This design comes from an exercise in tuning for small area, a short achievable clock period and few clock cycles on the open sky130 flow, not from production work.

exp/violet:
## M1
module M1 (
   input  logic         Clock,
   input  logic         Resetn,
   input  logic         start,
   output logic         done,
   input  logic  [15:0] SRAM_read_data,
   output logic  [17:0] SRAM_address,
   output logic  [15:0] SRAM_write_data,
   output logic         SRAM_we_n
);
localparam [17:0] BASE_U   = 18'd13824;
localparam [17:0] BASE_V   = 18'd20736;
localparam [17:0] BASE_RGB = 18'd220672;
localparam [1:0] S_IDLE = 2'd0, S_FILL = 2'd1, S_RUN = 2'd2;
logic [1:0]  state;
logic [2:0]  ph;         
logic [6:0]  mc;         
logic [13:0] YP;         
logic [12:0] CP;         
logic [15:0] WP;         
logic [7:0]  win [0:19];
logic [7:0]  UB;
logic [15:0] VB;
logic [15:0] Yr;
logic [7:0]  Up, Vp, B0h;
logic [8:0]  ps0, ps1, ps2, ps3, ps4;
logic [9:0]  ps24;
logic [8:0]  fs0, fs1, fs3, fs4;
logic [9:0]  fs24;
logic [21:0] Fs, FrowA, FrowB, FrA, FrB;
logic [7:0]  Fc;
assign ps0 = {1'b0, win[1]} + {1'b0, win[19]};
assign ps1 = {1'b0, win[3]} + {1'b0, win[17]};
assign ps2 = {1'b0, win[5]} + {1'b0, win[15]};
assign ps3 = {1'b0, win[7]} + {1'b0, win[13]};
assign ps4 = {1'b0, win[9]} + {1'b0, win[11]};
assign ps24 = {1'b0, ps2} + {1'b0, ps4};
always_ff @(posedge Clock) begin
   fs0 <= ps0;
   fs1 <= ps1;
   fs3 <= ps3;
   fs4 <= ps4;
   fs24 <= ps24;
end
logic [8:0]  nfs0, nfs1, nfs3, nfs4;
logic [9:0]  nfs24;
assign nfs0 = ~fs0;
assign nfs1 = ~fs1;
assign nfs3 = ~fs3;
assign nfs4 = ~fs4;
assign nfs24 = ~fs24;
logic fl1, fl2, fl3, fl4, fl5, fl6, fl7, fl8, fl9, fl10, fl11, fl12, fl13, fl14, fl15, fl16;
logic fl17, fl18, fl19, fl20, fl21, fl22, fl23, fl24, fl25, fl26, fl27, fl28, fl29, fl30, fl31, fl32;
logic fl33, fl34, fl35, fl36, fl37, fl38, fl39, fl40, fl41, fl42, fl43, fl44, fl45, fl46, fl47, fl48;
  ...
For scale: about 55 I/O pins.
export LEC_CHECK = 0
export ABC_CLOCK_PERIOD_IN_PS = 4000
export CAP_MARGIN = 20
export CORE_MARGIN = 2
export CORE_UTILIZATION = 55
export SETUP_SLACK_MARGIN = 5
export SLEW_MARGIN = 20
export SYNTH_HIERARCHICAL = 1
create_clock -name core_clock -period 14.0 [get_ports {Clock}]
standard.sh (not shown) runs the stock make flow with config.mk's settings and CLKGATE_MAP_FILE= SYNTH_SCRIPT=/design/flow/synth_recipe.tcl, a recipe that flattens the netlist after the stock synthesis.
==> flow/flow/run.sh <==
#!/bin/bash
set -euo pipefail
bash standard.sh SETUP_SLACK_MARGIN=9 finish > standard_make.log 2>&1
Edits applied to the flow inputs when going from exp/violet to exp/cedar:
--- a/flow/design.v
+++ b/flow/design.v
@@ -539,22 +539,33 @@
    Br <= Bs[25:15];
 end
 assign Rc = Rr[9] ? 8'h00 : Rr[8] ? 8'hFF : Rr[7:0];
 assign Gc = Gr[9] ? 8'h00 : Gr[8] ? 8'hFF : Gr[7:0];
 assign Bc = Br[10] ? 8'h00 : (Br[9] | Br[8]) ? 8'hFF : Br[7:0];
 logic run, fill;
-logic m_neg;           
-logic m_odd;           
-logic [6:0] m;         
 logic last_row;
 assign run   = (state == S_RUN);
 assign fill  = (state == S_FILL);
-assign m_neg = (mc == 7'd0);
-assign m     = mc - 7'd1;
-assign m_odd = ~mc[0];
 assign last_row = CP[12] & CP[11] & CP[9] & CP[8];    
+logic f_last, f_neg, f_odd, f_ubus, f_uub, f_vbh, f_vbl;
+logic [6:0] mc_new, m_new;
+logic upd_flags;
+assign mc_new = (state == S_FILL) ? 7'd0 : mc + 7'd1;
+assign m_new  = mc_new - 7'd1;
+assign upd_flags = (state == S_FILL) || (state == S_RUN && ph == 3'd4);
+always_ff @(posedge Clock) begin
+   if (upd_flags) begin
+      f_last <= (mc_new == 7'd96);
+      f_neg  <= (mc_new == 7'd0);
+      f_odd  <= ~mc_new[0];
+      f_ubus <= mc_new[0] && mc_new != 7'd0 && m_new <= 7'd88;
+      f_uub  <= ~mc_new[0] && (mc_new == 7'd0 || m_new <= 7'd89);
+      f_vbh  <= ~mc_new[0] && (mc_new == 7'd0 || m_new <= 7'd87);
+      f_vbl  <= mc_new[0] && mc_new != 7'd0 && m_new <= 7'd88;
+   end
+end
 localparam [2:0] SH_NONE = 3'd0, SH_BUS = 3'd1, SH_VBH = 3'd2, SH_VBL = 3'd3,
                  SH_UB = 3'd4, SH_CLAMP = 3'd5;
 logic [2:0] sh;
 logic ub_ld, vb_ld, y_ld, up_ld, vp_ld;
 always_comb begin
    sh = SH_NONE;
@@ -562,37 +573,37 @@
    odd_sel = 1'b1;
    if (run) begin
       case (ph)
          3'd0: up_ld = 1'b1;
          3'd1: ;
          3'd2: begin
-            if (mc == 7'd96) begin               
+            if (f_last) begin                    
                sh = SH_BUS; vb_ld = 1'b1;
-            end else if (!m_odd && m <= 7'd88 && !m_neg) begin
+            end else if (f_ubus) begin
                sh = SH_BUS; ub_ld = 1'b1;
-            end else if (m_odd && (m_neg || m <= 7'd89)) begin
+            end else if (f_uub) begin
                sh = SH_UB;
             end else
                sh = SH_CLAMP;
-            if (m_odd && (m_neg || m <= 7'd87)) vb_ld = 1'b1;
+            if (f_vbh) vb_ld = 1'b1;
          end
          3'd3: begin
             y_ld = 1'b1;
-            if (mc == 7'd96) begin               
+            if (f_last) begin                    
                sh = SH_BUS; ub_ld = 1'b1;
-            end else if (m_odd && (m_neg || m <= 7'd87))
+            end else if (f_vbh)
                sh = SH_VBH;
-            else if (!m_odd && m <= 7'd88)
+            else if (f_vbl)
                sh = SH_VBL;
             else
                sh = SH_CLAMP;
          end
          default: begin  
             vp_ld = 1'b1;
             odd_sel = 1'b0;
-            if (mc == 7'd96) sh = SH_CLAMP;      
+            if (f_last) sh = SH_CLAMP;           
          end
       endcase
    end else if (fill) begin
       case (mc[4:0])
          5'd2:  begin sh = SH_BUS; vb_ld = 1'b1; end    
          5'd3:  begin sh = SH_BUS; ub_ld = 1'b1; end    
@@ -647,14 +658,14 @@
          S_IDLE: if (start) begin
             done <= 1'b0;
             state <= S_FILL;
          end
          S_FILL: if (mc == 7'd20) state <= S_RUN;
          default: begin  
-            if ((ph == 3'd1 || ph == 3'd2 || ph == 3'd3) && !m_neg) SRAM_we_n <= 1'b0;
-            if (ph == 3'd4 && mc == 7'd96) begin
+            if ((ph == 3'd1 || ph == 3'd2 || ph == 3'd3) && !f_neg) SRAM_we_n <= 1'b0;
+            if (ph == 3'd4 && f_last) begin
                if (last_row) begin
                   state <= S_IDLE;
                   done <= 1'b1;
                end else
                   state <= S_FILL;
             end
@@ -688,28 +699,28 @@
          ph <= 3'd0;
       end
       default: begin  
          ph <= (ph == 3'd4) ? 3'd0 : ph + 3'd1;
          case (ph)
             3'd0: begin
-               if (mc != 7'd96) begin
+               if (!f_last) begin
                   SRAM_address <= {4'd0, YP};
                   YP <= YP + 14'd1;
                end else if (!last_row) begin
                   SRAM_address <= BASE_U + CP;
                   CP <= CP + 13'd1;
                end
             end
             3'd1, 3'd2, 3'd3: begin
-               if (!m_neg) begin
+               if (!f_neg) begin
                   SRAM_address <= {2'b11, WP};
                   WP <= WP + 16'd1;
                end
             end
             default: begin  
-               if (mc == 7'd96) begin
+               if (f_last) begin
                   mc <= 7'd5;
                end else begin
                   mc <= mc + 7'd1;
                   if (mc == 7'd95) begin
                      if (!last_row) SRAM_address <= BASE_V + CP;    
                   end else if (mc[0] && mc <= 7'd87) begin
Results
[compare] base=exp/violet new=exp/cedar: fmax now smaller, count of unique library cells instantiated by Yosys now larger, cell count after synthesis now larger, final instance count without filler cells now larger, data arrival time of the critical path now larger.
Looking at number of multi-input combinational cells, exp/cedar sits 7.4% higher than exp/violet does.
Compared to exp/violet, exp/cedar has final worst setup slack 0.041 ns lower.
Cell area | exp/cedar vs exp/violet | exp/cedar larger
Total via count in the routed design of exp/cedar exceeds that of exp/violet by a few percent.
Side by side, mux cell area share after synthesis turned out lower in exp/cedar than in exp/violet.
Between exp/cedar and exp/violet, the sequential cell area share does not differ in any meaningful way.
No run of this note included a check of the RTL's function; only the layout flow was run.

-- port drivers added, routing unchanged --
The flow's constraints put no driver on any port. The routed layouts listed below were extracted and timed again, unchanged, in two steps.
Step 1, drivers: a clkbuf_16 drives Clock and a buf_2 each remaining input, both assumed.
Step 2 moves the port delays by t, midway between the first and last clock arrival at a register: inputs arrive t later, outputs are due t later. That takes back most of the time a late clock gives input paths.
Slacks: ideal / step 1 / step 2; pairs: ideal / step 1.
| run | t (ns) | slack for setup (ns) | hold WS [ns] | worst slew at a driven data input, ns |
|---|---|---|---|---|
| exp/violet | 0.646 | 9.208 / 9.208 / 9.208 | 0.364 / 0.364 / 0.364 | 0.03 |
| exp/cedar | 0.646 | 9.167 / 9.167 / 9.045 | 0.350 / 0.350 / 0.350 | 0.04 |
After both steps every run listed still meets setup and hold. For exp/cedar, which loses most, drivers alone change the setup slack by 0.000 ns; drivers and shift together by -0.122 ns.
